Background: an optimization exercise with open tools, aiming at small area and a short achievable clock period. Do not read the settings as production practice. Function was checked by simulation only, so behaviour that the tests miss may differ from the original. No activity file was given, so power comes from the tool's default toggle rates.

==> flow/design.v, too long to show whole: its modules and the start of the top module <==
// module mac_pe: 2110 lines
// module mac_pe1: 2110 lines
// module mac_pe0: 2640 lines
// module fa: 4 lines
// module fa_g: 6 lines
// module xor_g: 3 lines
// module maj_g: 3 lines
// module ha: 4 lines
// module booth_enc: 5 lines
// module booth_enc_m: 5 lines
// module pg_aoi: 4 lines
// module pg_oai: 4 lines
// module g_aoi: 3 lines
// module g_oai: 3 lines
// module systolic_array: 49 lines
module systolic_array(
    input [31:0] a1,a2,a3,
    input [31:0] b1,b2,b3,
    input rst, clk,
    output [63:0] c1,c2,c3,c4,c5,c6,c7,c8,c9
    );
  // ...
==> flow/flow/run.sh <==
#!/bin/bash
set -euo pipefail
MARGIN=6.7
bash standard.sh SETUP_SLACK_MARGIN=$MARGIN finish > standard.log 2>&1
==> flow/standard.sh <==
#!/bin/bash
# synth_recipe.tcl (not shown) runs the flow's synth.tcl, then flattens the netlist and writes it again
# the make line also repeats each setting of config.mk as NAME=value (left out here)
make -C /OpenROAD-flow-scripts/flow DESIGN_CONFIG=/design/flow/config.mk WORK_HOME=/design/flow/orfs CLKGATE_MAP_FILE= SYNTH_SCRIPT=/design/flow/synth_recipe.tcl "${@:-finish}"
==> flow/config.mk <==
export PLATFORM = sky130hd
export DESIGN_NAME = systolic_array
export DESIGN_NICKNAME = systolic_array
export VERILOG_FILES = /design/flow/design.v
export SDC_FILE = /design/flow/constraint.sdc
export NUM_CORES = 8
export LEC_CHECK = 0
export CAP_MARGIN = 20
export CORE_MARGIN = 2
export CORE_UTILIZATION = 55
export PLACE_DENSITY = 0.6
export SLEW_MARGIN = 20
export SYNTH_HIERARCHICAL = 1
==> flow/constraint.sdc <==
create_clock -name core_clock -period 12.0 [get_ports {clk}]
set_input_delay 2.4000 -clock core_clock [delete_from_list [all_inputs] [get_ports {clk}]]
set_output_delay 2.4000 -clock core_clock [all_outputs]
set_load 0.01 [all_outputs]
==> reports/qor.csv, run 1 <==
metric,value,unit
outcome,"complete, no violations",
Largest regs,"m2.pr (181), m4.pr (181), m1.st (127)",
max cap viols,0,
vias in the first global route,218000,
CTS Hold Buffers Added,0,
min-delay src,rh[2]$_DFF_P_,
Top class by area,multi-input gates,
combinational power share,78.4,%
Final Core Density,61.1,%
sequential power,13.6,mW
Cells on Worst Hold Path,0,
Gate Count Post-Synth,25000,
Non-clock buffers,2165,
Final Non-Filler Cells,31700,
WP depth,8,
Post-CTS Resized,1033,
number of antenna violations at the first check in global routing,84,
PortBufs,769,
CTS tree,yes,
final WL,1060000,um
crit-path cells,"nand2_2, nor2_4, nand2_2, o21ai_4, a21oi_4, o21ai_2, xor2_1, clkdlybuf4s50_1",
Vias,209000,
worst hold margin,371,ps
yosys warns,10,
CP dominant cell by count,nand2_2,
Met1 Wirelength,382000,um
Root Driver,clkbuf_16,
grt total ovfl,0,
clk_skew,56.7,ps
==> module systolic_array, before the edit <==
module systolic_array(
    input [31:0] a1,a2,a3,
    input [31:0] b1,b2,b3,
    input rst, clk,
    output [63:0] c1,c2,c3,c4,c5,c6,c7,c8,c9
    );
    reg [31:0] a1_1;
    reg [31:0] a2_1;
    reg [31:0] a2_2;
    reg [31:0] a3_1;
    reg [31:0] a3_2;
    reg [31:0] a3_3;
    reg [31:0] b1_1;
    reg [31:0] b2_1;
    reg [31:0] b2_2;
    reg [31:0] b3_1;
    reg [31:0] b3_2;
    reg [31:0] b3_3;
    reg [4:1] rh;
    always @(posedge clk) begin
        rh <= {rh[3:1], rst};
        a1_1 <= a1;
        a2_1 <= a2;
        a2_2 <= a2_1;
        a3_1 <= a3;
        a3_2 <= a3_1;
        a3_3 <= a3_2;
        b1_1 <= b1;
        b2_1 <= b2;
        b2_2 <= b2_1;
        b3_1 <= b3;
        b3_2 <= b3_1;
        b3_3 <= b3_2;
    end
    wire clr1 = rst | rh[1];
    wire clr2 = clr1 | rh[2];
    wire clr3 = clr2 | rh[3];
    wire clr4 = clr3 | rh[4];
    wire [31:0] a1m = a1 & {32{~rst}};
    mac_pe0 m1(.clk(clk), .rst(rst), .a(a1m), .b(b1), .c(c1));
    mac_pe1 m2(.clk(clk), .clr(clr1), .a(a1), .b(b2), .acc(c2));
    mac_pe m3(.clk(clk), .clr(clr2), .a(a1_1), .b(b3_1), .acc(c3));
    mac_pe1 m4(.clk(clk), .clr(clr1), .a(a2), .b(b1), .acc(c4));
    mac_pe m5(.clk(clk), .clr(clr2), .a(a2_1), .b(b2_1), .acc(c5));
    mac_pe m6(.clk(clk), .clr(clr3), .a(a2_2), .b(b3_2), .acc(c6));
    mac_pe m7(.clk(clk), .clr(clr2), .a(a3_1), .b(b1_1), .acc(c7));
    mac_pe m8(.clk(clk), .clr(clr3), .a(a3_2), .b(b2_2), .acc(c8));
    mac_pe m9(.clk(clk), .clr(clr4), .a(a3_3), .b(b3_3), .acc(c9));
endmodule
==> run 2, diff against run 1 <==
--- a/flow/design.v
+++ b/flow/design.v
@@ -4953,18 +4953,18 @@
   assign csum[57] = p[57] ^ qk593;
   assign csum[58] = p[58] ^ qk594;
   assign csum[59] = p[59] ^ qk595;
   assign csum[60] = p[60] ^ qk596;
   assign csum[61] = p[61] ^ qk597;
   assign csum[62] = p[62] ^ qk598;
   assign csum[63] = p[63] ^ qk599;
   assign c = csum;
-  wire [63:0] fm0 = p & {64{~rst}};
-  wire [63:0] fm1 = {g[62:0], 1'b0} & {64{~rst}};
+  wire [63:0] fm0 = p;
+  wire [63:0] fm1 = {g[62:0], 1'b0};
   wire p0, p1, p2;
   booth_enc up0(b[1], b[0], 1'b0, p0, p1, p2);
   wire p3 = ((p0 & a[0]) | (p1 & 1'b0)) ^ p2;
   wire p4 = ((p0 & a[1]) | (p1 & a[0])) ^ p2;
   wire p5 = ((p0 & a[2]) | (p1 & a[1])) ^ p2;
   wire p6 = ((p0 & a[3]) | (p1 & a[2])) ^ p2;
   wire p7 = ((p0 & a[4]) | (p1 & a[3])) ^ p2;
   wire p8 = ((p0 & a[5]) | (p1 & a[4])) ^ p2;
@@ -6851,17 +6851,18 @@
   wire p1904 = p1776 ^ p1777;
   wire p1905 = p1776 & p1777;
   wire p1906 = p1778 ^ p1779;
   wire p1907 = p1778 & p1779;
   wire p1908 = p1780 ^ p1781;
   wire p1909 = p1780 & p1781;
   wire [127:0] st_d = {p1909, p1908, p1907, p1906, p1905, p1904, p1903, p1902, p1901, p1900, p1899, p1898, p1897, p1896, p1895, p1894, p1893, p1892, p1891, p1890, p1889, p1888, p1887, p1886, p1885, p1884, p1883, p1882, p1881, p1880, p1879, p1878, p1877, p1876, p1875, p1874, p1873, p1872, p1871, p1870, p1869, p1868, p1867, p1866, p1865, p1864, p1863, p1862, p1861, p1860, p1859, p1858, p1857, p1856, p1855, p1854, p1853, p1852, p1851, p1850, p1849, p1848, p1847, p1846, p1845, p1844, p1843, p1842, p1841, p1840, p1839, p1838, p1837, p1836, p1835, p1834, p1833, p1832, p1831, p1830, p1829, p1828, p1827, p1826, p1825, p1824, p1823, p1822, p1821, p1820, p1819, p1818, p1817, p1816, p1815, p1814, p1813, p1812, p1811, p1810, p1809, p1808, p1807, p1806, p1805, p1804, p1803, p1802, p1801, p1800, p1799, p1798, p1797, p1796, p1795, p1794, p1793, p1792, p1791, p1790, p1789, p1788, p1787, p1786, p1785, p1784, p1783, p1782};
   always @(posedge clk) begin
-    st <= st_d;
+    if (rst) st <= 128'd0;
+    else st <= st_d;
   end
 endmodule
 module fa(input wire a, input wire b, input wire c, output wire s, output wire co);
   assign s = a ^ b ^ c;
   assign co = (a & b) | (a & c) | (b & c);
 endmodule
 module fa_g(input wire a, input wire b, input wire c, output wire s, output wire co);
   wire t;
@@ -6937,18 +6938,17 @@
         b3_1 <= b3;
         b3_2 <= b3_1;
         b3_3 <= b3_2;
     end
     wire clr1 = rst | rh[1];
     wire clr2 = clr1 | rh[2];
     wire clr3 = clr2 | rh[3];
     wire clr4 = clr3 | rh[4];
-    wire [31:0] a1m = a1 & {32{~rst}};
-    mac_pe0 m1(.clk(clk), .rst(rst), .a(a1m), .b(b1), .c(c1));
+    mac_pe0 m1(.clk(clk), .rst(rst), .a(a1), .b(b1), .c(c1));
     mac_pe1 m2(.clk(clk), .clr(clr1), .a(a1), .b(b2), .acc(c2));
     mac_pe m3(.clk(clk), .clr(clr2), .a(a1_1), .b(b3_1), .acc(c3));
     mac_pe1 m4(.clk(clk), .clr(clr1), .a(a2), .b(b1), .acc(c4));
     mac_pe m5(.clk(clk), .clr(clr2), .a(a2_1), .b(b2_1), .acc(c5));
     mac_pe m6(.clk(clk), .clr(clr3), .a(a2_2), .b(b3_2), .acc(c6));
     mac_pe m7(.clk(clk), .clr(clr2), .a(a3_1), .b(b1_1), .acc(c7));
     mac_pe m8(.clk(clk), .clr(clr3), .a(a3_2), .b(b2_2), .acc(c8));
     mac_pe m9(.clk(clk), .clr(clr4), .a(a3_3), .b(b3_3), .acc(c9));
==> flow/flow/run.sh (replaced) <==
#!/bin/bash
set -euo pipefail
MARGIN=6.7
bash standard.sh SETUP_SLACK_MARGIN=$MARGIN "BUFFER_PORTS_ARGS=-buffer_cell sky130_fd_sc_hd__buf_2" finish > standard.log 2>&1
==> flow/config.mk (replaced) <==
export PLATFORM = sky130hd
export DESIGN_NAME = systolic_array
export DESIGN_NICKNAME = systolic_array
export VERILOG_FILES = /design/flow/design.v
export SDC_FILE = /design/flow/constraint.sdc
export NUM_CORES = 8
export LEC_CHECK = 0
export CAP_MARGIN = 20
export CORE_MARGIN = 2
export CORE_UTILIZATION = 55
export CTS_BUF_LIST = sky130_fd_sc_hd__clkbuf_4 sky130_fd_sc_hd__clkbuf_8
export PLACE_DENSITY = 0.6
export SLEW_MARGIN = 20
export SYNTH_HIERARCHICAL = 1
==> reports/qor.csv, run 2 <==
metric,value,unit,change
PortBufs,769,,unchanged
fin nets,29600,,
R2R Path Start,b3_1[19]$_DFF_P_,,
outcome,"complete, no violations",,
clk_skew,158,ps,+101 ps
IO Pins,770,,
largest family of logic cells by synthesized area,adder cells,,
Synth area leader,fa_1,,
core area,494000,um2,
CP endpoint kind,output pin,,
Slew HR,17.7,%,
mean area per synthesized cell,10.9,um2,
final WL,1010000,um,-4.4%
R2R depth,12,,
"Clk pin slew, worst setup/hold paths",60,ps,
VDD IR max,0.383,mV,
leakage power,111,nW,
first-pass GRT wire length,1470000,um,
Synth top cells by count,"4,655 x xnor2_1, 4,061 x a22oi_1, 3,888 x fa_1",,
min-delay src,a3_1[21]$_DFF_P_,,
clock buffer count from CTS,404,,
most numerous cell in the Yosys netlist,xnor2_1,,
"Max FO, Critical Path",5,,
ANT nets after route,0,,
Adder-Cell Fraction of Synth Area,35.4,%,
Final TNS setup,0,ps,
"commonest non-fill, non-tap cell in the layout",xnor2_1,,
initial core utilization,55.3,%,
share of synthesized flip-flops with an asynchronous set or reset,0,%,
Root Driver,clkbuf_8,,
worst skew pair latency,1330,ps,
WL/cell,32.2,um,
"Setup violations, final",0,,
sequential share of the synthesized area,15.7,%,
PD cells,351,nW/um2,
vias in the first global route,218000,,+0.034%
Synth Flop Type,dfxtp_1,,
max cap viols,0,,unchanged
FF-to-FF End,m3.pr[68]$_DFF_P_,,
post-synthesis simple-gate area fraction,2.66,%,
mux cell area share after synthesis,0,%,
Final Cycle Share,46.8,%,
Pre-Repair DR Iteration Count,8,,
die height,709,um,
Synth cell types,31,,
worst hold margin,363,ps,-8.08 ps
Worst setup SP type,flip-flop,,
Yosys reg bits,2139,,
largest net degree at the start of global routing,107,,
CTS tree,yes,,
"reg-to-reg slack, setup",6720,ps,
compound-gate portion of the synthesized area,17.7,%,
gr usage total,39.3,%,
Largest regs,"m2.pr (181), m4.pr (181), m1.st (127)",,
H-Tree Depth,5,,
yosys warns,10,,unchanged
Min-Delay Endpoint,a3_2[21]$_DFF_P_,,
number of antenna violations at the first check in global routing,75,,-11%
Chip Width,709,um,
Tot Pwr,103,mW,
Area Growth Syn to Fin,7.12,%,
worst endpoint required time,9600,ps,
Critical path origin,m1.st[34]$_SDFF_PP0_,,
worst-case clock buffer depth,4,,
Post-DP HPWL,648000,um,
ranking of synthesized cells by area,"fa_1 28%, dfxtp_1 16%, xnor2_1 15%",,
Cells on Worst Hold Path,0,,unchanged
area of the die,503000,um2,
WP data arrival,3220,ps,
share of cells above drive strength 1,22.1,%,
synthesized cell area,273000,um2,
final hold viol count,0,,
Slew Limit Fails,0,,
Final Core Density,59.2,%,-1.9 points
min Tclk post-route,5620,ps,
CP Class,reg2out,,
grt total ovfl,0,,unchanged
"EDFF count, synth",0,,
routability cong.,0.938,,
xor/xnor cell area share of the yosys netlist,21.2,%,
path category of the worst min-delay check,reg2reg,,
Gate Count Post-Synth,25000,,-0.040%
placed cell areas,275000,um2,
drt first-iter violations,23700,,
finished layout cell area,293000,um2,
Sinks on Clock Net,2139,,
num rows,258,,
share of the synthesized area in the top cell type,28.5,%,
RSZ-0062 raised after global routing,yes,,
Worst Tran Pin Value,1230,ps,
routed vias/inst,6.53,,
f_max,178,MHz,
"commonest non-fill, non-tap cells in the layout","4,593 x xnor2_1, 4,007 x a22oi_1, 3,794 x fa_1",,
Vias,206000,,-1.5%
Remaining DRCs,0,,
-- run 2: cell types whose count changed in the layout (fill, tap and decap cells not counted), sizes merged, moves of 28 or more --
| cell | delta |
|---|---|
| buf | +329 |
| clkbuf | +173 |
| bufbuf | -33 |
| clkdlybuf4s50 | -612 |
| nand2b | -28 |
| dlygate4sd2 | -29 |
-- run 2: worst max path at each step --
| stage | end | slack, ps | depth (start not counted) |
|---|---|---|---|
| 2_1_floorplan | m1.st[68]$_SDFF_PP0_ | 6270 | 16 |
| 5_1_grt | c1[20] | 6350 | 9 |
| 6_report | c1[50] | 6380 | 8 |
| 4_1_cts | c1[34] | 6410 | 9 |
| 3_5_place_dp | m1.st[60]$_SDFF_PP0_ | 4170 | 17 |
| 3_3_place_gp | m1.st[68]$_SDFF_PP0_ | 4180 | 18 |
-- run 2: repair_timing --
| item | 4_1_cts | 5_1_grt |
|---|---|---|
| gates resized for setup | 653 | 414 |
| hold buffers | 0 | 0 |
| setup endpoints to repair | 457 | 282 |
| pin swaps | 90 | 190 |
| buffers inserted | 96 | 174 |
| gates cloned | 19 | 30 |
| endpoints found under the hold margin | 0 | 0 |
-- run 2: per-stage QoR --
stage / setup WS (ps) / std cells
floorplan: 6270 / 25000
global placement: 4180 / 30400
detailed placement: 4170 / 30400
CTS: 6410 / 31200
global route: 6350 / 31500
finish: 6380 / 31500
-- run 2: kinds of logic (layout without fill, tap and decap cells) --
logic type / count (synthesis) / after routing
xor+xnor: 6602 / 6602
compound gates: 5979 / 5982
fa+ha+maj: 5463 / 5463
buf+inv: 3021 / 2851
flops: 2139 / 2139
simple gates: 1744 / 1744
other cells: 9 / 67
-- run 2: worst max-delay path, stage by stage, from the launching register on --
cell     delay (ps)
dfxtp_4         410
a21oi_4         340
o21ai_4         150
a21oi_4         210
o21ai_2         110
a21oi_4         230
o21ai_2         100
xor2_1          250
buf_2           190
-- run 2: where the power goes --
group,internal [mW],switching [mW]
Sequential,11.0,2.22
Combinational,36.2,44.7
Clock,4.97,3.68
Total,52.2,50.6
-- run 2: area by class of cell --
| type | instances | area [um2] |
|---|---|---|
| inverters | 358 | 1350 |
| clock buffers | 602 | 7770 |
| multi-input cells | 19800 | 215000 |
| fillers | 41900 | 202000 |
| repair buffers | 1743 | 14500 |
| well taps | 6630 | 8300 |
| diodes | 40 | 100 |
| flip-flops and latches | 2139 | 43300 |
| clock inverters | 148 | 1970 |
-- run 2: metal layers --
metal,vias to the layer above,GRT usage [%],wire length (um)
li1,83700,-,-
met1,104000,49.2,371000
met2,14200,59.0,433000
met3,3679,12.3,128000
met4,56,24.8,79700
met5,-,0.135,495
-- run 2: Yosys stat by module (local to each module, per instance), a selection --
| module | cells inside | flip-flops and latches | cell area, um2 | copies in the design |
|---|---|---|---|---|
| g_oai | 1 | 0 | 5.00 | 201 |
| mac_pe1 | 1823 | 245 | 17300 | 2 |
| systolic_array | 392 | 388 | 7800 | 1 |
| xor_g | 1 | 0 | 8.76 | 1090 |
| fa | 1 | 0 | 20.0 | 3888 |
| pg_oai | 2 | 0 | 12.5 | 234 |
| maj_g | 1 | 0 | 11.3 | 545 |
| pg_aoi | 2 | 0 | 12.5 | 435 |
| ha | 1 | 0 | 12.5 | 371 |
| booth_enc | 5 | 0 | 38.8 | 144 |
| mac_pe | 1767 | 189 | 16400 | 6 |
| g_aoi | 1 | 0 | 8.76 | 357 |
| mac_pe0 | 1807 | 127 | 16300 | 1 |
==> run 3, diff against run 2 <==
==> flow/flow/run.sh (replaced) <==
#!/bin/bash
set -euo pipefail
MARGIN=6.7
bash standard.sh SETUP_SLACK_MARGIN=$MARGIN \
  "BUFFER_PORTS_ARGS=-buffer_cell sky130_fd_sc_hd__buf_2" \
  "CTS_ARGS=-sink_clustering_enable -repair_clock_nets -buf_list {sky130_fd_sc_hd__clkbuf_4 sky130_fd_sc_hd__clkbuf_8} -dont_use_dummy_load" \
  finish > standard.log 2>&1
==> reports/qor.csv, run 3 <==
metric,value,unit,change
Worst setup SP type,flip-flop,,
area of the multi-input gates,216000,um2,+0.16%
Pre-Repair DR Iteration Count,9,,+1
Fill cells,42200,,+0.71%
Critical path origin,m1.st[34]$_SDFF_PP0_,,
vias in the first global route,218000,,-0.13%
worst endpoint required time,9600,ps,about the same
core area,494000,um2,unchanged
"commonest non-fill, non-tap cell in the layout",xnor2_1,,
drt first-iter violations,24100,,+1.7%
clk_skew,214,ps,+56.0 ps
share of synthesized flip-flops with an asynchronous set or reset,0,%,unchanged
Worst Tran Pin Value,1270,ps,+38.5 ps
"commonest non-fill, non-tap cells in the layout","4,586 x xnor2_1, 4,004 x a22oi_1, 3,794 x fa_1",,
placed cell areas,275000,um2,unchanged
R2R Path Start,b2_1[19]$_DFF_P_,,
outcome,"complete, no violations",,
"Clk pin slew, worst setup/hold paths",50,ps,about the same
Largest regs,"m2.pr (181), m4.pr (181), m1.st (127)",,
final hold viol count,0,,unchanged
Critical Path End,c1[34],,
ANT nets after route,0,,unchanged
leakage power,109,nW,-1.4%
Tot Pwr,101,mW,-2.1%
final WL,1020000,um,+0.30%
most numerous cell in the Yosys netlist,xnor2_1,,
Synth Flop Type,dfxtp_1,,
Area Growth Syn to Fin,6.07,%,
"EDFF count, synth",0,,unchanged
gr usage total,39.4,%,+0.068 points
worst skew pair latency,1350,ps,+20 ps
CTS Hold Buffers Added,0,,unchanged
Slew HR,15.1,%,-2.6 points
f_max,176,MHz,-0.94%
routability cong.,0.938,,unchanged
CP Class,reg2out,,
H-Tree Depth,5,,unchanged
first-pass GRT wire length,1470000,um,about the same
Final Cycle Share,47.2,%,+0.44 points
Final TNS setup,0,ps,unchanged
largest net degree at the start of global routing,107,,unchanged
Register Area,43300,um2,about the same
max cap viols,0,,unchanged
worst-case clock buffer depth,4,,unchanged
min Tclk post-route,5670,ps,+53.1 ps
Synth top cells by count,"4,655 x xnor2_1, 4,061 x a22oi_1, 3,888 x fa_1",,
share of cells above drive strength 1,21.3,%,-0.78 points
WP data arrival,3270,ps,+50 ps
Remaining DRCs,0,,unchanged
min-delay src,b3_1[20]$_DFF_P_,,
path category of the worst min-delay check,reg2reg,,
"Max FO, Critical Path",5,,unchanged
share of the synthesized area in the top cell type,28.5,%,unchanged
ranking of synthesized cells by area,"fa_1 28%, dfxtp_1 16%, xnor2_1 15%",,
Sinks on Clock Net,2139,,unchanged
yosys warns,10,,unchanged
Synth area leader,fa_1,,
WL/cell,32.6,um,+1.2%
VDD IR max,0.378,mV,-1.4%
Gate Count Post-Synth,25000,,unchanged
finished layout cell area,290000,um2,-0.98%
FF-to-FF End,m5.pr[68]$_DFF_P_,,
die height,709,um,unchanged
Vias,206000,,+0.19%
fin nets,29600,,+0.24%
CP endpoint kind,output pin,,
Post-DP HPWL,648000,um,unchanged
sequential share of the synthesized area,15.7,%,unchanged
Root Driver,clkbuf_8,,
R2R depth,12,,unchanged
CTS tree,yes,,
synthesized cell area,273000,um2,unchanged
Synth cell types,31,,unchanged
initial core utilization,55.3,%,unchanged
area of the die,503000,um2,unchanged
PortBufs,769,,unchanged
RSZ-0062 raised after global routing,yes,,
IO Pins,770,,unchanged
clock buffer count from CTS,404,,unchanged
grt total ovfl,0,,unchanged
routed vias/inst,6.60,,+1.1%
Slew Limit Fails,0,,unchanged
num rows,258,,unchanged
"Setup violations, final",0,,unchanged
number of antenna violations at the first check in global routing,79,,+5.3%
"reg-to-reg slack, setup",6740,ps,+20 ps
Yosys reg bits,2139,,unchanged
mean area per synthesized cell,10.9,um2,unchanged
Chip Width,709,um,unchanged
PD cells,347,nW/um2,-1.1%
[run 3: Yosys stat by module (local to each module, per instance), excerpt]
| module | flops+latches | cell area, um2 | cells | times used |
|---|---|---|---|---|
| xor_g | 0 | 8.76 | 1 | 1090 |
| g_aoi | 0 | 8.76 | 1 | 357 |
| mac_pe1 | 245 | 17300 | 1823 | 2 |
| booth_enc | 0 | 38.8 | 5 | 144 |
| g_oai | 0 | 5.00 | 1 | 201 |
| maj_g | 0 | 11.3 | 1 | 545 |
| systolic_array | 388 | 7800 | 392 | 1 |
| ha | 0 | 12.5 | 1 | 371 |
| mac_pe0 | 127 | 16300 | 1807 | 1 |
[run 3: routing by layer]
layer	vias up	wire length [um]	GRT usage, %	part of all wire, %
li1	83500	-	-	-
met1	104000	370000	49.3	36
met2	14400	435000	58.9	43
met3	3677	130000	12.4	13
met4	66	79900	25.3	7.9
met5	-	612	0.135	0.060
[run 3: metrics by stage]
step / util (%) / hold slack [ps] / worst slack, ps / instances
after floorplan: - / 332 / 6270 / 25000
after global placement: 55.6 / 339 / 4180 / 30400
after detailed placement: 55.6 / 354 / 4170 / 30400
after CTS: 57.6 / 354 / 6410 / 30900
after global routing: 58.6 / 369 / 6280 / 31200
final: 58.6 / 343 / 6330 / 31200
[run 3: final cells by class]
cell class / instances / area share, %
diodes: 35 / 0.0302
clock buffers: 404 / 1.92
inverters: 358 / 0.464
multi-input cells: 19800 / 74.5
flip-flops and latches: 2139 / 14.9
well taps: 6630 / 2.86
repair buffers: 1813 / 5.32
[run 3: worst min path at each step]
stage | slack (ps) | to | depth (start not counted)
2_1_floorplan | 330 | rh[4]$_DFF_P_ | 0
3_3_place_gp | 340 | rh[4]$_DFF_P_ | 0
3_5_place_dp | 350 | a3_2[21]$_DFF_P_ | 0
4_1_cts | 350 | b3_2[20]$_DFF_P_ | 0
5_1_grt | 370 | rh[4]$_DFF_P_ | 0
6_report | 340 | b3_2[20]$_DFF_P_ | 0
[run 3: where the power goes]
group | switching [mW] | leakage [nW] | total [mW] | internal, mW
Clock | 3.06 | 2.90 | 5.98 | 2.92
Combinational | 44.9 | 88.4 | 81.4 | 36.5
Sequential | 2.22 | 17.9 | 13.2 | 11.0
Total | 50.2 | 109 | 101 | 50.5
[run 3: logic make-up (layout without fill, tap and decap cells)]
kind of cell,after synthesis,after routing,synth area share [%]
flip-flops,2139,2139,15.7
buffers and inverters,3021,2575,7.36
AO/OA/AOI/OAI,5979,5982,17.7
adder cells (fa/ha/maj),5463,5463,35.4
other,9,62,0.0124
AND/OR/NAND/NOR,1744,1744,2.66
XOR/XNOR,6602,6602,21.2
[run 3: repair_timing]
item / in CTS / in global routing
endpoints found under the setup margin: 464 / 289
buffers inserted: 107 / 226
pin swaps: 83 / 268
resized for setup: 654 / 512
cloned: 26 / 31
[run 3: critical path, cell delays in order (launching register included)]
cell and delay, ps:
dfxtp_4 410, a21oi_4 340, o21ai_4 150, a21oi_4 200, o21ai_2 120, buf_4 150
a21oi_2 110, o21ai_1 90, xor2_1 290, buf_2 190

==> afterwards: timing with drivers on the ports <==
The results above use ideal ports. As a check the final layouts listed here were re-extracted and re-timed, cells and wires unchanged. Step 1, drivers: a clkbuf_16 drives clk and a buf_2 each remaining input, both assumed. Step 2, shift: input delay + t, output delay - t, t = (earliest + latest rising clock arrival at the registers) / 2. This alone moves slack from input paths to output paths. a / b / c = ideal / step 1 / step 2; a / b = the first two.
run | t (ns) | setup slack, ns | slew at the worst register clock pin (ns)
run 1 | 1.134 | 6.428 / 6.294 / 5.315 | 0.07 / 0.07
run 2 | 1.384 | 6.383 / 6.252 / 5.133 | 0.09 / 0.09
run 3 | 1.377 | 6.330 / 6.188 / 5.102 | 0.07 / 0.07
After both steps setup and hold are still met in every run listed. For run 2, which loses most, drivers alone change the setup slack by -0.131 ns; drivers and shift together by -1.250 ns.
